This design comes from an exercise in tuning for small area and a short achievable clock period on the open sky130 flow, not from production work.
Power and IR drop assume default switching activity.

## alpha
Design m6502_org, start of the top module:
module m6502_org (clk,
   addr,
   dataenb,
   datai,
   datao,
   irq_n,
   nmi_n,
   sob_n,
   res_n,
   rdy,
   vpa,
   sync,
   we_n
   );
Size in the first run: ~2000 cells after synthesis, about 160 flip-flops, roughly 42 I/O pins, ~13000 um2 of cells after synthesis.
clock: 10.0 ns
lec_check: 0
abc_area: 1
cap_margin: 20
core_margin: 2
core_utilization: 40
place_density: 0.7
setup_slack_margin: 5
slew_margin: 20
standard.sh (not shown) runs the stock make flow with config.mk's settings and CLKGATE_MAP_FILE= SYNTH_SCRIPT=/design/flow/synth_recipe.tcl, a recipe that flattens the netlist after the stock synthesis.
==> flow/flow/run.sh <==
#!/bin/bash
set -e
export BUFFER_PORTS_ARGS="-buffer_cell sky130_fd_sc_hd__buf_2"
bash standard.sh > standard.log 2>&1
Modified inputs, beta compared to alpha
--- a/flow/design.v
+++ b/flow/design.v
@@ -443,17 +443,18 @@
 input   [11:0] alu_ctl;
 input   [11:0] alu_ctl_nx;    
 input   [2:0] alu_ld;
 output  [5:0] alu2op;
 output  [7:0] alu_out;
 output  [7:0] alu_bin;       
 reg     [7:0] jreg;
 reg     [7:0] kreg;
-reg     [7:0] bx;      
+reg     [7:0] p;       
+reg     [7:0] g;       
 reg     [7:0] log_b;   
 function [7:0] addb;
    input [11:0] ctl;
    input [7:0]  k;
    reg   [7:0]  b;
    begin
       b = ctl[7:6] == 2'b00 ? 8'h00 :
           ctl[7:6] == 2'b01 ? {{7{k[7]}}, 1'b1} : k;
@@ -466,31 +467,32 @@
    reg   [7:0]  b;
    begin
       b = ctl[7:6] == 2'b00 ? 8'h00 :
           ctl[7:6] == 2'b01 ? 8'b1 << ctl[10:8] : k;
       logb = ctl[11] ? ~b : b;
    end
 endfunction
 wire [7:0] kreg_nx = alu_ld[2] ? datai : kreg;
+wire [7:0] jreg_nx = alu_ld[0] | alu_ld[1] ? (alu_ld[0] ? datai : datao) : jreg;
+wire [7:0] bx_nx = addb(alu_ctl_nx, kreg_nx);
 always @(posedge clk) begin
    if (alu_ld[0] | alu_ld[1])
       jreg <= alu_ld[0] ? datai : datao;
    kreg <= kreg_nx;
-   bx   <= addb(alu_ctl_nx, kreg_nx);
+   p    <= jreg_nx ^ bx_nx;
+   g    <= jreg_nx & bx_nx;
    log_b <= logb(alu_ctl_nx, kreg_nx);
 end
 wire       sub    = alu_ctl[0];
 wire       cin    = alu_ctl[4];
 wire       bcd_en = alu_ctl[3];
 wire [1:0] bsel   = alu_ctl[7:6];
 wire       addbcd = bcd_en & ~sub;
 wire       subbcd = bcd_en & sub;
-wire [7:0] p = jreg ^ bx;
-wire [7:0] g = jreg & bx;
 wire c1 = g[0] | p[0] & cin;
 wire c2 = g[1] | p[1] & g[0] | p[1] & p[0] & cin;
 wire c3 = g[2] | p[2] & g[1] | p[2] & p[1] & g[0] | p[2] & p[1] & p[0] & cin;
 wire c4 = g[3] | p[3] & g[2] | p[3] & p[2] & g[1] | p[3] & p[2] & p[1] & g[0] |
           p[3] & p[2] & p[1] & p[0] & cin;           
 wire [3:0] sl = p[3:0] ^ {c3, c2, c1, cin};
 wire       sl_ge10 = sl[3] & (sl[2] | sl[1]);
 wire lo_a6 = addbcd & (c4 | sl_ge10);
@@ -749,28 +751,28 @@
 parameter BEQ = 8'b 11110000; 
 parameter SBCIND = 8'b 11110010; 
 parameter INCZPX = 8'b 11110110; 
 parameter SMB7 = 8'b 11110111; 
 parameter SED = 8'b 11111000; 
 parameter PLX = 8'b 11111010; 
 parameter INCABX = 8'b 11111110; 
 wire    sync; 
-wire    vpa; 
+reg     vpa; 
 wire    we_n; 
 wire    dataenb; 
 reg     [11:0] alu_ctl; 
 wire    [2:0] alu_ld; 
 wire    sreg_up; 
 wire    sreg_cen; 
 wire    [6:0] prog_ctl; 
 wire    reset; 
 wire    [6:0] rg_load; 
 reg     [1:0] adl_sel; 
-wire    [3:0] adh_sel; 
+reg     [3:0] adh_sel; 
 reg     [2:0] domux_sel; 
 wire    [7:0] psr; 
 wire    [7:0] opcde; 
 wire    [8:1] cycle; 
 wire    [7:0] opcode;  
 wire    [7:0] opcode_in;  
 wire    opcode_ld;  
 wire    [8:1] state;  
@@ -1722,35 +1724,32 @@
           .type2_calc(type2_read), .type2_write(type2_calc),
           .adl_sel(adl_sel_a), .adh_sel(adh_sel_a), .domux_sel(domux_sel_a), .vpa(vpa_a));
 op_sel sel_b (.opcode(opcode), .state({state[7:1], 1'b 0}),
           .type2_calc(type2_read), .type2_write(type2_calc),
           .adl_sel(adl_sel_b), .adh_sel(adh_sel_b), .domux_sel(domux_sel_b), .vpa(vpa_b));
 op_sel sel_c (.opcode(BRK), .state(state),
           .type2_calc(type2_calc), .type2_write(type2_write),
           .adl_sel(adl_sel_c), .adh_sel(adh_sel_c), .domux_sel(domux_sel_c), .vpa(vpa_c));
-op_sel sel_d (.opcode(opcode), .state(state),
-          .type2_calc(type2_calc), .type2_write(type2_write),
-          .adl_sel(), .adh_sel(adh_sel), .domux_sel(), .vpa(vpa));
 always @(posedge clk)
    begin : selr
    if (rdy == 1'b 1)
       begin
       if (opcode_ld == 1'b 1)
          begin
-         adl_sel <= adl_sel_a; domux_sel <= domux_sel_a;
+         adl_sel <= adl_sel_a; adh_sel <= adh_sel_a; domux_sel <= domux_sel_a; vpa <= vpa_a;
          end
       else
          begin
-         adl_sel <= adl_sel_b; domux_sel <= domux_sel_b;
+         adl_sel <= adl_sel_b; adh_sel <= adh_sel_b; domux_sel <= domux_sel_b; vpa <= vpa_b;
          end
       end
    else if (opcode_ld == 1'b 1)
       begin
-      adl_sel <= adl_sel_c; domux_sel <= domux_sel_c;
+      adl_sel <= adl_sel_c; adh_sel <= adh_sel_c; domux_sel <= domux_sel_c; vpa <= vpa_c;
       end
    end
 wire    sync_b;
 op_sync syn_b (.opcode(opcode_ld == 1'b 1 ? BRK : opcode),
           .state(rdy == 1'b 1 ? {state[7:1], 1'b 0} : state),
           .psr(psr_nx),
           .z_flag_f(rdy == 1'b 1 ? alu2op[1] : z_flag_f),
           .branch_carry_f(rdy == 1'b 1 ? alu2op[2] : branch_carry_f),
- Summary of beta over alpha: synthesis-to-finish area growth fell by 6.5 points; clock-net power shows a reduction of 5.7%; total number of vias barely changed.
- Global-route usage for beta is lower than for alpha.
- [compare] base=alpha new=beta: final weighted congestion in routability-driven placement went down by about 4%, first-pass GRT wire length picked up an extra about 3%, share of the core filled with cells in the final layout went down.
- Compared to alpha, beta was floorplanned on a bigger die.
No run of this note included a check of the RTL's function; only the layout flow was run.

[what the ideal ports hide]
The flow's constraints put no driver on any port. The routed layouts listed below were extracted and timed again, unchanged, in two steps. Step 1, drivers: a clkbuf_16 drives clk and a buf_2 each remaining input, both assumed. Step 2 adds t to the input delays and takes it off the output delays; t is the mean of the earliest and latest rising clock arrival at the registers after step 1. Input paths then give back, and output paths get back, about the clock's delay inside the block. Three values: no drivers, after step 1, after step 2; two values: the first two.
run | t (ns) | setup slack, ns | hold slack, ns
alpha | 0.500 | 5.018 / 4.967 / 5.061 | 0.354 / 0.354 / 0.354
beta | 0.508 | 5.049 / 4.992 / 4.985 | 0.355 / 0.355 / 0.355
After both steps every run listed still meets setup and hold. For beta, which loses most, drivers alone change the setup slack by -0.057 ns; drivers and shift together by -0.064 ns.
